This design comes from an exercise in tuning for small area, a short achievable clock period and few clock cycles on the open sky130 flow, not from production work. Function was checked by simulation only, so behaviour that the tests miss may differ from the original. Power is estimated from default activity; no workload was simulated.

==> design.v <==
module register_file (
	input				clk,
	input		[4:0]	rs1,
	input		[4:0]	rs2,
	input		[4:0]	rd,
	input				we,
	input		[31:0]	in,
	output		[31:0]	out1,
	output		[31:0]	out2
	);
	wire [31:0] data [31:0];
	assign data[0] = 32'd0;
	genvar i;
	generate
		for (i = 1; i <= 31; i = i + 1) begin : regs
			reg [31:0] q;
			always @(posedge clk)
				if (we && rd == i)
					q <= in;
			assign data[i] = q;
		end
	endgenerate
	assign out1 = data[rs1];
	assign out2 = data[rs2];
endmodule
module processor
	#(parameter WIDTH = 32)
	(
		input CLK,
		input RST,
		output [WIDTH-1:0] IF_pc,
		input  [WIDTH-1:0] IF_instr,
		output [WIDTH-1:0] MEM_mem_in,
		output [WIDTH-1:0] MEM_alu_out,
		output  [2:0] 		 MEM_MemLen,
		output 				 MEM_MemRead,
		output 						 MEM_MemWrite,
		input  [WIDTH-1:0] MEM_mem_out
	);
	reg  [31:2] pc;       
	reg         xv;       
	reg  [31:0] ir;       
	reg  [31:2] xpc;      
	reg  [31:0] xa, xb;   
	assign IF_pc = {pc, 2'b00};
	wire [6:0] op = ir[6:0];
	wire [2:0] f3 = ir[14:12];
	wire [4:0] rd = ir[11:7];
	wire is_ctl   = op[6];                        
	wire is_br    = op[6] & ~op[2];
	wire is_jalr  = op[6] & op[2] & ~op[3];
	wire is_mem   = ~op[6] & ~op[4];              
	wire is_ld    = is_mem & ~op[5];
	wire is_st    = is_mem & op[5];
	wire is_u     = ~op[6] & op[4] & op[2];       
	wire is_lui   = is_u & op[5];
	wire is_auipc = is_u & ~op[5];
	wire is_alu   = ~op[6] & op[4] & ~op[2];      
	wire is_op    = is_alu & op[5];
	wire x_pred = ir[31];                         
	wire [31:0] imm_i = {{20{ir[31]}}, ir[31:20]};
	wire [31:0] imm_s = {{20{ir[31]}}, ir[31:25], ir[11:7]};
	wire [31:0] imm_b = {{19{ir[31]}}, ir[31], ir[7], ir[30:25], ir[11:8], 1'b0};
	wire [31:0] imm_u = {ir[31:12], 12'b0};
	wire [31:0] addr = xa + ((op[5] & ~op[2]) ? imm_s : imm_i);
	wire [31:0] alu_a = is_ctl | is_auipc ? {xpc, 2'b00} : (is_lui ? 32'd0 : xa);
	wire [31:0] imm_x = is_ctl ? ((is_br & ~x_pred) ? imm_b : 32'd4) : (op[2] ? imm_u : imm_i);
	wire [31:0] alu_b = is_op ? xb : imm_x;
	wire [2:0] fn = is_alu ? f3 : 3'b000;
	wire sub = (is_op & ir[30] & (fn == 3'b000)) | (fn[2:1] == 2'b01);
	wire [32:0] sum = {1'b0, alu_a} + {1'b0, alu_b ^ {32{sub}}} + {32'd0, sub};
	wire sltu = ~sum[32];
	wire slt = (alu_a[31] ^ alu_b[31]) ? alu_a[31] : sum[31];
	wire left = ~fn[2];
	wire [31:0] a_rev;
	genvar gi;
	generate
		for (gi = 0; gi < 32; gi = gi + 1) begin : rev_in
			assign a_rev[gi] = alu_a[31-gi];
		end
	endgenerate
	wire [31:0] sh_in = left ? a_rev : alu_a;
	wire sh_fill = ~left & ir[30] & alu_a[31];
	wire [32:0] sh_full = $signed({sh_fill, sh_in}) >>> alu_b[4:0];
	wire [31:0] sh_r = sh_full[31:0];
	wire [31:0] sh_rev;
	generate
		for (gi = 0; gi < 32; gi = gi + 1) begin : rev_out
			assign sh_rev[gi] = sh_r[31-gi];
		end
	endgenerate
	reg [31:0] alu_out;
	always @(*)
		case (fn)
			3'b000: alu_out = sum[31:0];
			3'b001: alu_out = sh_rev;
			3'b010: alu_out = {31'd0, slt};
			3'b011: alu_out = {31'd0, sltu};
			3'b100: alu_out = alu_a ^ alu_b;
			3'b101: alu_out = sh_r;
			3'b110: alu_out = alu_a | alu_b;
			default: alu_out = alu_a & alu_b;
		endcase
	wire [31:0] wb = is_ld ? MEM_mem_out : alu_out;
	wire x_we = xv & (rd != 5'd0) & ~is_br & ~is_st;
	wire eq  = (xa == xb);
	wire ltu = (xa < xb);
	wire lt  = ($signed(xa) < $signed(xb));
	wire cond = (f3[2] ? (f3[1] ? ltu : lt) : eq) ^ f3[0];
	wire redirect = xv & ((is_br & (cond ^ x_pred)) | is_jalr);
	wire [31:2] x_target = is_jalr ? addr[31:2] : sum[31:2];
	assign MEM_alu_out  = addr;
	assign MEM_mem_in   = xb;
	assign MEM_MemLen   = {f3[2], f3[1:0] + 2'd1};
	assign MEM_MemRead  = xv & is_ld;
	assign MEM_MemWrite = xv & is_st;
	wire [31:0] fi = IF_instr;
	wire f_jal = fi[6] & fi[3];
	wire f_br  = fi[6] & ~fi[2];
	wire f_taken = f_jal | (f_br & fi[31]);
	wire [31:2] f_imm_b = {{19{fi[31]}}, fi[31], fi[7], fi[30:25], fi[11:9]};
	wire [31:2] f_imm_j = {{11{fi[31]}}, fi[31], fi[19:12], fi[20], fi[30:22]};
	wire [31:2] f_inc = f_taken ? (f_jal ? f_imm_j : f_imm_b) : 30'd1;
	wire [31:2] f_next = pc + f_inc;
	wire [31:0] rf1, rf2;
	register_file register_file (
		.clk(CLK),
		.rs1(fi[19:15]),
		.rs2(fi[24:20]),
		.rd(rd),
		.we(x_we),
		.in(wb),
		.out1(rf1),
		.out2(rf2)
	);
	wire fwd1 = x_we & (rd == fi[19:15]);
	wire fwd2 = x_we & (rd == fi[24:20]);
	always @(posedge CLK) begin
		if (RST) begin
			pc <= 30'd0;
			xv <= 1'b0;
		end else begin
			pc <= redirect ? x_target : f_next;
			xv <= ~redirect;
		end
		ir  <= fi;
		xpc <= pc;
		xa  <= fwd1 ? wb : rf1;
		xb  <= fwd2 ? wb : rf2;
	end
endmodule
==> run.sh <==
#!/bin/bash
# synth_recipe.tcl (not shown) runs the flow's synth.tcl, then flattens the netlist and writes it again
# the make line also repeats each setting of config.mk as NAME=value (left out here)
make -C /OpenROAD-flow-scripts/flow DESIGN_CONFIG=/design/flow/config.mk WORK_HOME=/design/flow/orfs CLKGATE_MAP_FILE= SYNTH_SCRIPT=/design/flow/synth_recipe.tcl finish
==> config.mk <==
export PLATFORM = sky130hd
export DESIGN_NAME = processor
export DESIGN_NICKNAME = processor
export VERILOG_FILES = /design/flow/design.v
export SDC_FILE = /design/flow/constraint.sdc
export NUM_CORES = 4
export LEC_CHECK = 0
export CAP_MARGIN = 20
export CORE_MARGIN = 2
export CORE_UTILIZATION = 30
export PLACE_DENSITY = 0.45
export SLEW_MARGIN = 20
==> constraint.sdc <==
create_clock -name core_clock -period 11.0 [get_ports {CLK}]
set_input_delay 2.2000 -clock core_clock [delete_from_list [all_inputs] [get_ports {CLK}]]
set_output_delay 2.2000 -clock core_clock [all_outputs]
set_load 0.01 [all_outputs]
==> results of run 1 <==
critical path: cells and delay by family, from the launching register on:
family	cells	cell delay, ns
adder cells (fa/ha/maj)	2	0.68
AO/OA/AOI/OAI	8	2.68
multiplexers	1	0.32
flip-flops	1	0.30
AND/OR/NAND/NOR	1	0.22
buffers and inverters	2	0.86
per-layer routing:
| metal | track usage | vias up | part of all wire |
|---|---|---|---|
| li1 | - | 20860 | - |
| met1 | 0.4450 | 27340 | 0.38 |
| met2 | 0.5011 | 4802 | 0.42 |
| met3 | 0.09780 | 1179 | 0.13 |
| met4 | 0.1914 | 14 | 0.067 |
| met5 | 0.001709 | - | 0.00036 |
power groups by stage:
stage / Combinational (uW) / Clock (uW) / Sequential, uW
2_1_floorplan: 1420 / 0 / 5410
3_3_place_gp: 2830 / 0 / 5510
3_5_place_dp: 2830 / 0 / 5510
4_1_cts: 2840 / 4590 / 5420
5_1_grt: 3060 / 4740 / 5420
6_report: 2950 / 4560 / 5420
kinds of logic after synthesis:
family	share of synthesized area
flops	0.5593
other cells	0.00006377
compound gates	0.2484
mux	0.005276
buf+inv	0.03466
fa+ha+maj	0.04081
xor+xnor	0.01728
simple gates	0.09421
flip-flops by register name, indices dropped and copies added (netlist names):
name                  flops
ir                       30
xv                        1
pc                       30
xa                       32
xpc                      30
xb                       32
register_file.regs.q    992
cell type report:
type                       count  share of cell area
antenna                        8           0.0002888
timing repair buffer         397             0.04923
clock inverter                71             0.01209
multi-input combinational   3385              0.3577
inverter                     152            0.008247
tap                         2624             0.04736
clock buffer                 163             0.05068
sequential                  1147              0.4745
how the worst max path moves through the flow:
stage	startpoint	endpoint	slack (ns)
6_report	ir[5]	MEM_alu_out[30]	2.90
5_1_grt	ir[5]	MEM_alu_out[30]	2.66
4_1_cts	ir[5]	MEM_alu_out[30]	2.90
3_5_place_dp	ir[2]	register_file.regs[26].q[26]	3.72
3_3_place_gp	ir[2]	register_file.regs[26].q[26]	3.66
2_1_floorplan	ir[2]	MEM_alu_out[30]	4.09
synth_stat cells, types with 12 or more instances:
master / n
nand4_1: 59
xor2_1: 30
nor4_1: 67
o22ai_1: 52
nor3_1: 105
buf_4: 13
and2_1: 27
a311oi_1: 15
a21oi_1: 233
o221ai_1: 12
inv_2: 15
a22o_1: 201
a22oi_1: 562
nor4b_1: 25
or2_2: 14
a31oi_1: 29
o22a_1: 13
mux2i_1: 13
nor2_1: 251
a211oi_1: 107
buf_2: 35
dfxtp_1: 155
o21a_1: 31
and3_1: 20
buf_1: 48
edfxtp_1: 992
o31ai_1: 31
nand3_1: 88
nand2b_1: 28
a221oi_1: 31
nor2b_1: 14
ha_1: 187
a222oi_1: 65
nand2_1: 372
o32ai_1: 17
o21ai_0: 122
xnor2_1: 86
inv_1: 135
a21o_1: 56
o21bai_1: 14
a221o_1: 174
o211ai_1: 36
clkbuf_1: 267
stage by stage:
stage	utilization	hold WS [ns]	total power, uW	setup slack (ns)	std cells
after floorplan	-	0.3970	6823	4.095	5048
after global placement	0.3329	0.3792	8342	3.659	7702
after detailed placement	0.3332	0.3823	8346	3.722	7704
after CTS	0.3556	0.3891	12850	2.900	7938
after global routing	0.3558	0.3915	13220	2.656	7939
final	0.3559	0.3870	12940	2.904	7947
==> impl_metrics.json, run 1 <==
{
  "status": "complete, no violations",
  "io_pins": 167,
  "timing.fmax_mhz": 123.5,
  "placed_cell_area_mm2": 0.06491,
  "dieArea_mm2": 0.1996,
  "fillers": 19110,
  "synth_top_area_frac": 0.5066,
  "ys_async_sr_fraction": 0,
  "drt-initial-drc-count": 10180,
  "finalClockSkew_ns": 0.06037,
  "die_height_um": 446.7,
  "clk_pin_slew_worst_paths_ns": 0.06,
  "slew_viol_final": 0,
  "clock_power_share": 0.353,
  "rows": 162,
  "cts_resized": 0,
  "r2r_start": "ir[2]",
  "drv_cap": 0,
  "finalHoldViolCount": 0,
  "drc": 0,
  "r2r_cells": 16,
  "p_leak_uw": 0.02405,
  "cp_max_fo": 24,
  "layout_common_cells": "edfxtp_1, a22oi_1, nand2_1, a21oi_1, buf_4",
  "clockRootBuffer": "clkbuf_16",
  "rr_endpoint": "register_file.regs[9].q[13]",
  "arrival_ns": 5.90,
  "p_int_uw": 8698,
  "fin_setup_tns_ns": 0,
  "crit_path_start_kind": "register",
  "ys_ff_latch": 1147,
  "relSlewSlack": 0.1370,
  "yosysWarnings": 2,
  "start_util": 0.3019,
  "crit_chain": "buf_4, nand2b_1, mux2_2, ha_1, fa_1, a211oi_1, o21ai_0, a2111oi_1, a2111oi_2, a31oi_1, o31ai_1, o211a_1, o211ai_1, clkdlybuf4s50_1",
  "rsz0062_at_grt": "false",
  "tightest_slew_ns": 1.286,
  "syn_avg_cell_area_um2": 11.65,
  "clock_sink_count": 1147,
  "netlist_top_cells_area": "edfxtp_1, a22oi_1, dfxtp_1",
  "ant_nets": 0,
  "synth-seq-area-share": 0.5593,
  "layout_commonest_cell": "edfxtp_1",
  "worst_hold_path.endpoint": "xpc[9]",
  "yosysUniqueCellTypes": 104,
  "clk_path_buf_depth": 3,
  "synthesis.area_mm2": 0.05881,
  "critPathCaptureType": "output pin",
  "antenna_found_initial": 20,
  "worstHoldStart": "pc[9]",
  "grt_pass1_vias": 50390,
  "avgRoutedWirePerCell_um": 44.11,
  "synth_edf_count": 992,
  "min_path_cells": 0,
  "slowest_delay_ns": 0.78,
  "numCtsBuffers": 133,
  "hp-class": "register to register",
  "stdcell_area_mm2": 0.06933,
  "grt_first_pass_wirelength_mm": 459.4,
  "setup_viol": 0,
  "drive_gt1_frac": 0.1202,
  "grtUsageTotal": 0.3400,
  "ff_latch_area_mm2": 0.03289,
  "clock_latency_ns": 0.83,
  "power.density_mw_per_mm2": 186.7,
  "h-tree-depth": 4,
  "p_switching_uw": 4244,
  "cp_data_required_time_ns": 8.80,
  "grt_max_degree": 80,
  "first_pass_iters": 9,
  "port_buffers": 162,
  "wl_mm": 350.5,
  "critPathKind": "register to output pin",
  "overflow": 0,
  "area_growth_pct": 17.90,
  "p_seq_frac": 0.419,
  "syn_inst": 5047,
  "routed_via_density": 6.819,
  "r2r_slack_ns": 3.28,
  "multi_input_area_mm2": 0.02480,
  "holdBufCountCts": 0,
  "ys.flop_type": "edfxtp_1",
  "fp.coreArea_mm2": 0.1948,
  "cts_setup_buffers": 0,
  "cts_tree": "yes",
  "period_needed_ns": 8.096,
  "power_frac_comb": 0.228,
  "fin_crit_sh": 0.7360,
  "crit_slowest_cell": "a2111oi_1",
  "dpl.hpwl_mm": 219.2,
  "vias": 54190,
  "die_x_um": 446.7,
  "fin_nets": 5472,
  "gp_congestion": 1.042,
  "yosysTopAreaCell": "edfxtp_1",
  "vdd_drop_max_mv": 0.1655,
  "swShare": 0.3279
}
Testbench counts, summed over its fixed seeds: cycles 32,867.
==> inputs of run 2 (changes only) <==
--- a/design.v
+++ b/design.v
@@ -44,2 +44,3 @@
 	reg  [31:0] xa, xb;   
+	reg  [4:0]  xlo;      
 	assign IF_pc = {pc, 2'b00};
@@ -59,8 +60,7 @@
 	wire is_op    = is_alu & op[5];
-	wire x_pred = ir[31];                         
+	wire x_pred = ir[31] | ir[12];                
 	wire [31:0] imm_i = {{20{ir[31]}}, ir[31:20]};
-	wire [31:0] imm_s = {{20{ir[31]}}, ir[31:25], ir[11:7]};
 	wire [31:0] imm_b = {{19{ir[31]}}, ir[31], ir[7], ir[30:25], ir[11:8], 1'b0};
 	wire [31:0] imm_u = {ir[31:12], 12'b0};
-	wire [31:0] addr = xa + ((op[5] & ~op[2]) ? imm_s : imm_i);
+	wire [31:0] addr = xa + {{20{ir[31]}}, ir[31:25], xlo};
 	wire [31:0] alu_a = is_ctl | is_auipc ? {xpc, 2'b00} : (is_lui ? 32'd0 : xa);
@@ -119,3 +119,3 @@
 	wire f_br  = fi[6] & ~fi[2];
-	wire f_taken = f_jal | (f_br & fi[31]);
+	wire f_taken = f_jal | (f_br & (fi[31] | fi[12]));
 	wire [31:2] f_imm_b = {{19{fi[31]}}, fi[31], fi[7], fi[30:25], fi[11:9]};
@@ -146,2 +146,3 @@
 		ir  <= fi;
+		xlo <= (fi[5] & ~fi[2]) ? fi[11:7] : fi[24:20];
 		xpc <= pc;
--- a/config.mk
+++ b/config.mk
@@ -9,4 +9,5 @@
 export CORE_MARGIN = 2
-export CORE_UTILIZATION = 30
-export PLACE_DENSITY = 0.45
+export CORE_UTILIZATION = 70
+export PLACE_DENSITY = 0.8
+export SETUP_SLACK_MARGIN = 5
 export SLEW_MARGIN = 20
==> run 2 against run 1 <==
  * The flow now stops in global routing
  * Synthesized area decreased by 1.5%
  * Synthesized cell count decreased by 4.8%
==> impl_metrics.json, run 2 <==
{
  "clockRootBuffer": "clkbuf_16",
  "synth-seq-area-share": 0.5696,
  "ys.flop_type": "edfxtp_1",
  "io_pins": 167,
  "yosysWarnings": 2,
  "ys_ff_latch": 1152,
  "lastStage": "global routing",
  "die_x_um": 291.7,
  "ys_async_sr_fraction": 0,
  "clock_sink_count": 1152,
  "dpl.hpwl_mm": 163.8,
  "dp_slack_ns": 3.949,
  "synthesis.area_mm2": 0.05792,
  "rows": 105,
  "yosysUniqueCellTypes": 96,
  "syn_avg_cell_area_um2": 12.05,
  "netlist_top_cells_count": "edfxtp_1, a22oi_1, a22o_1, a221oi_1, a21oi_1",
  "yosysMostFrequentCell": "edfxtp_1",
  "synth_edf_count": 992,
  "synth_top_area_frac": 0.5143,
  "overflow": 156,
  "grtUsageTotal": 0.8686,
  "port_buffers": 162,
  "numCtsBuffers": 106,
  "dp_cells": 5849,
  "die_height_um": 291.7,
  "clk_path_buf_depth": 3,
  "worst-ep-kind": "output port",
  "start_util": 0.7065,
  "worst_endpoint": "MEM_alu_out[29]",
  "h-tree-depth": 3,
  "gp_congestion": 1.140,
  "status": "aborted with a tool error",
  "firstError": "[ERROR GRT-0232] Routing congestion too high. Check the congestion heatmap in the GUI.",
  "netlist_top_cells_area": "edfxtp_1, dfxtp_1, a22oi_1",
  "syn_inst": 4806,
  "yosysTopAreaCell": "edfxtp_1",
  "grt_max_degree": 67
}
run 2: changes by cell type after synthesis, moves of 35 or more:
cell      before  now
a221o_1      174   10
nand2_1      372  130
a221oi_1      31  288
a22oi_1      562  367
mux2i_1       13   48
a21oi_1      233  276
a22o_1       201  297
nor4_1        67   17
nand3_1       88  171
nand4_1       59  104
run 2: worst max path at each step:
stage | end | slack, ns | cells past startpoint | from
after floorplan | register_file.regs[10].q[30] | 5.51 | 16 | ir[31]
after global placement | register_file.regs[24].q[15] | 3.88 | 17 | ir[6]
after detailed placement | register_file.regs[9].q[15] | 3.95 | 17 | ir[6]
after CTS | MEM_alu_out[28] | 4.88 | 13 | xa[0]
run 2: cells by family after synthesis:
| group | synth area share |
|---|---|
| flops | 0.5696 |
| xor+xnor | 0.01739 |
| other cells | 0.00006474 |
| fa+ha+maj | 0.04143 |
| buf+inv | 0.03430 |
| mux | 0.01164 |
| simple gates | 0.07898 |
| compound gates | 0.2466 |
run 2: power by group through the flow:
stage | clock network [uW] | registers, uW | logic (uW)
after floorplan | 0 | 5400 | 1350
after global placement | 0 | 5520 | 2370
after detailed placement | 0 | 5520 | 2420
after CTS | 3840 | 5430 | 2520
run 2: metrics by stage:
stage	hold slack (ns)	instance area [um^2]
after CTS	0.3751	65500
after detailed placement	0.3668	61480
after global placement	0.3699	61480
after floorplan	0.3970	57930
run 2: per-layer routing:
metal,overflow,global-route usage
met5,5,0.6336
met1,10,0.8633
met3,18,0.8068
met4,56,0.8415
met2,67,0.9581
run 2: what timing repair did:
| action | in CTS |
|---|---|
| endpoints found under the setup margin | 736 |
| hold buffers | 0 |
| buffers inserted | 18 |
| resized for setup | 65 |
| cloned | 5 |
| hold endpoints to repair | 0 |
| pin swaps | 12 |
Testbench counts of run 2, summed over its fixed seeds: cycles 32,266.
==> inputs of run 3 (changes only) <==
--- a/config.mk
+++ b/config.mk
@@ -9,4 +9,4 @@
 export CORE_MARGIN = 2
-export CORE_UTILIZATION = 70
-export PLACE_DENSITY = 0.8
+export CORE_UTILIZATION = 55
+export PLACE_DENSITY = 0.65
 export SETUP_SLACK_MARGIN = 5
==> run 3 against run 2 <==
  * The run now finishes clean
  * Synthesized cell count unchanged
  * Synthesized area unchanged
==> impl_metrics.json, run 3 <==
{
  "status": "complete, no violations",
  "rows": 119,
  "placed_cell_area_mm2": 0.06203,
  "crit_path_start": "ir[6]",
  "grt_first_pass_wirelength_mm": 397.4,
  "period_needed_ns": 6.139,
  "port_buffers": 162,
  "dpl.hpwl_mm": 174.4,
  "grt_pass1_vias": 49060,
  "h-tree-depth": 3,
  "fin_nets": 5226,
  "fillers": 8187,
  "clockRootBuffer": "clkbuf_16",
  "slowest_delay_ns": 0.76,
  "fin_setup_tns_ns": 0,
  "dieArea_mm2": 0.1079,
  "p_leak_uw": 0.02305,
  "regMostFlops": "register_file.regs.q",
  "setup_viol": 0,
  "ys_async_sr_fraction": 0,
  "clock_latency_ns": 0.73,
  "largest_register_ffs": 992,
  "wl_met1_mm": 92.77,
  "netlist_top_cells_count": "edfxtp_1, a22oi_1, a22o_1, a221oi_1, a21oi_1",
  "syn_avg_cell_area_um2": 12.05,
  "area_growth_pct": 15.57,
  "fin_crit_sh": 0.5581,
  "vias": 53790,
  "synthesis.area_mm2": 0.05792,
  "ys.flop_type": "edfxtp_1",
  "cp_max_fo": 40,
  "yosysMostFrequentCell": "edfxtp_1",
  "numCtsBuffers": 112,
  "drive_gt1_frac": 0.1333,
  "grt_max_degree": 78,
  "die_height_um": 328.5,
  "slew_viol_final": 0,
  "grtUsageTotal": 0.5389,
  "rsz0062_at_grt": "true",
  "critPathCaptureType": "register",
  "r2r_start": "ir[6]",
  "clk_path_buf_depth": 3,
  "cp_data_required_time_ns": 11.49,
  "netlist_top_cells_area": "edfxtp_1, dfxtp_1, a22oi_1",
  "drt-initial-drc-count": 13360,
  "timing.critical_path.mode_cell": "buf_4",
  "layout_common_cells": "edfxtp_1, a22oi_1, a22o_1, a221oi_1, a21oi_1",
  "crit_chain": "buf_4, a21oi_4, buf_4, a221oi_2, inv_1, ha_1, and4_1, o2111ai_1, a211o_1, and2_1, o31ai_2, a31oi_1, o21bai_1, xor2_1, a211oi_2, o21ai_2, buf_4",
  "yosysWarnings": 2,
  "yosysUniqueCellTypes": 96,
  "antenna_found_initial": 19,
  "synth-seq-area-share": 0.5696,
  "overflow": 0,
  "wl_met2_mm": 120.4,
  "crit_path_start_kind": "register",
  "vdd_drop_max_mv": 0.1911,
  "wl_mm": 299.8,
  "reg_top3": "register_file.regs.q (992), xa (32), xb (32)",
  "ys_ff_latch": 1152,
  "clock_sink_count": 1152,
  "top_layer_used": "met5",
  "clk_pin_slew_worst_paths_ns": 0.06,
  "worstHoldStart": "pc[19]",
  "synth_edf_count": 992,
  "fp.coreArea_mm2": 0.1048,
  "finalHoldViolCount": 0,
  "finalClockSkew_ns": 0.03345,
  "drv_cap": 0,
  "critPathKind": "register to register",
  "relSlewSlack": 0.04141,
  "layout_commonest_cell": "edfxtp_1",
  "synth_top_area_frac": 0.5143,
  "timing.fmax_mhz": 162.9,
  "gp_congestion": 1.093,
  "io_pins": 167,
  "ant_nets": 0,
  "avgRoutedWirePerCell_um": 46.34,
  "cts_tree": "yes",
  "arrival_ns": 6.63,
  "hp-class": "register to register",
  "die_x_um": 328.5,
  "drc": 0,
  "yosysTopAreaCell": "edfxtp_1",
  "tightest_slew_ns": 1.427,
  "syn_inst": 4806,
  "dr_wl_met3_mm": 52.65,
  "crit_slowest_cell": "a221oi_2",
  "routed_via_density": 8.313,
  "stdcell_area_mm2": 0.06694,
  "power.density_mw_per_mm2": 185.2,
  "first_pass_iters": 12,
  "start_util": 0.5526
}
## run 3: cell counts after synthesis
No cell type changed its count.
## run 3: layer usage
metal	vias to the layer above	GRT usage
li1	20110	-
met1	25500	0.6184
met2	6138	0.7564
met3	2013	0.2586
met4	22	0.4489
met5	-	0.02440
## run 3: critical path: cells and delay by family (launching register included)
family	cells	cell delay (ns)
buffers and inverters	4	1.31
DFF	1	0.31
adders and majority gates	1	0.42
xor gates and xnor gates	1	0.48
AOI/OAI and AO/OA	9	2.80
and+or+nand+nor	2	0.53
## run 3: metrics by stage
stage | power, uW | setup WS [ns] | hold WS (ns) | utilization | std cells
3_3_place_gp | 7993 | 4.010 | 0.3762 | 0.5917 | 6187
2_1_floorplan | 6749 | 5.510 | 0.3970 | - | 4807
6_report | 12400 | 4.861 | 0.3807 | 0.6386 | 6470
5_1_grt | 12570 | 4.806 | 0.3893 | 0.6384 | 6458
4_1_cts | 12110 | 4.785 | 0.3851 | 0.6345 | 6432
3_5_place_dp | 8015 | 3.911 | 0.3767 | 0.5918 | 6188
## run 3: final timing paths
path	slack, ns	to	cells after the start
worst max-delay path	4.86	register_file.regs[1].q[21]	17
worst min-delay path	0.38	xpc[19]	0
worst max register to register	4.86	register_file.regs[1].q[21]	17
worst min register to register	0.38	xpc[19]	0
## run 3: power by group
group	internal (uW)	switching [uW]
Sequential	5220	228
Clock	2340	1740
Combinational	899	1970
Total	8450	3940
## run 3: cell type report
| cell class | instances | area [um^2] | share of cell area |
|---|---|---|---|
| multi-input cells | 3160 | 24210 | 0.3616 |
| flip-flops and latches | 1152 | 33030 | 0.4934 |
| repair buffers | 383 | 3403 | 0.05084 |
| repair inverters | 9 | 62.56 | 0.0009345 |
| well taps | 1391 | 1740 | 0.02600 |
| clock buffers | 153 | 3188 | 0.04762 |
| diodes | 16 | 40.04 | 0.0005981 |
| clock inverters | 54 | 661.9 | 0.009887 |
| inverters | 152 | 608.1 | 0.009084 |
## run 3: cells by family after synthesis
| kind of cell | synth area share |
|---|---|
| buffers and inverters | 0.03430 |
| AOI/OAI and AO/OA | 0.2466 |
| xor gates and xnor gates | 0.01739 |
| adders and majority gates | 0.04143 |
| DFF | 0.5696 |
| other | 0.00006474 |
| muxes | 0.01164 |
| and+or+nand+nor | 0.07898 |
## run 3: timing repair
| action | CTS | global route |
|---|---|---|
| hold buffers | 0 | 0 |
| setup endpoints to repair | 770 | 615 |
| cloned | 8 | 5 |
| gates resized for setup | 85 | 46 |
| buffers inserted | 29 | 11 |
| pin swaps | 20 | 14 |

## separate check: timing with driven ports
The flow's constraints put no driver on any port. The routed layouts listed below were extracted and timed again, unchanged, in two steps. Step 1 (the two cells are an assumption about what drives the block):
set clk [get_ports {CLK}]
set_driving_cell -lib_cell sky130_fd_sc_hd__clkbuf_16 $clk
set_driving_cell -lib_cell sky130_fd_sc_hd__buf_2 [delete_from_list [all_inputs] $clk]
Step 2, shift: input delay + t, output delay - t, t = (earliest + latest rising clock arrival at the registers) / 2. This alone moves slack from input paths to output paths. a / b / c = ideal ports / drivers / drivers and shift; a / b = the first two.
run | shift t [ns] | setup WS [ns] | hold WS [ns] | worst setup path after step 2
run 1 | 0.876 | 2.904 / 2.825 / 3.279 | 0.387 / 0.387 / 0.387 | register to register
run 3 | 0.790 | 4.861 / 4.861 / 4.261 | 0.381 / 0.381 / 0.381 | input to register
After both steps setup and hold are still met in every run listed. The setup slack of run 3, which loses most, moves by 0.000 ns with the drivers and by -0.600 ns with both steps.
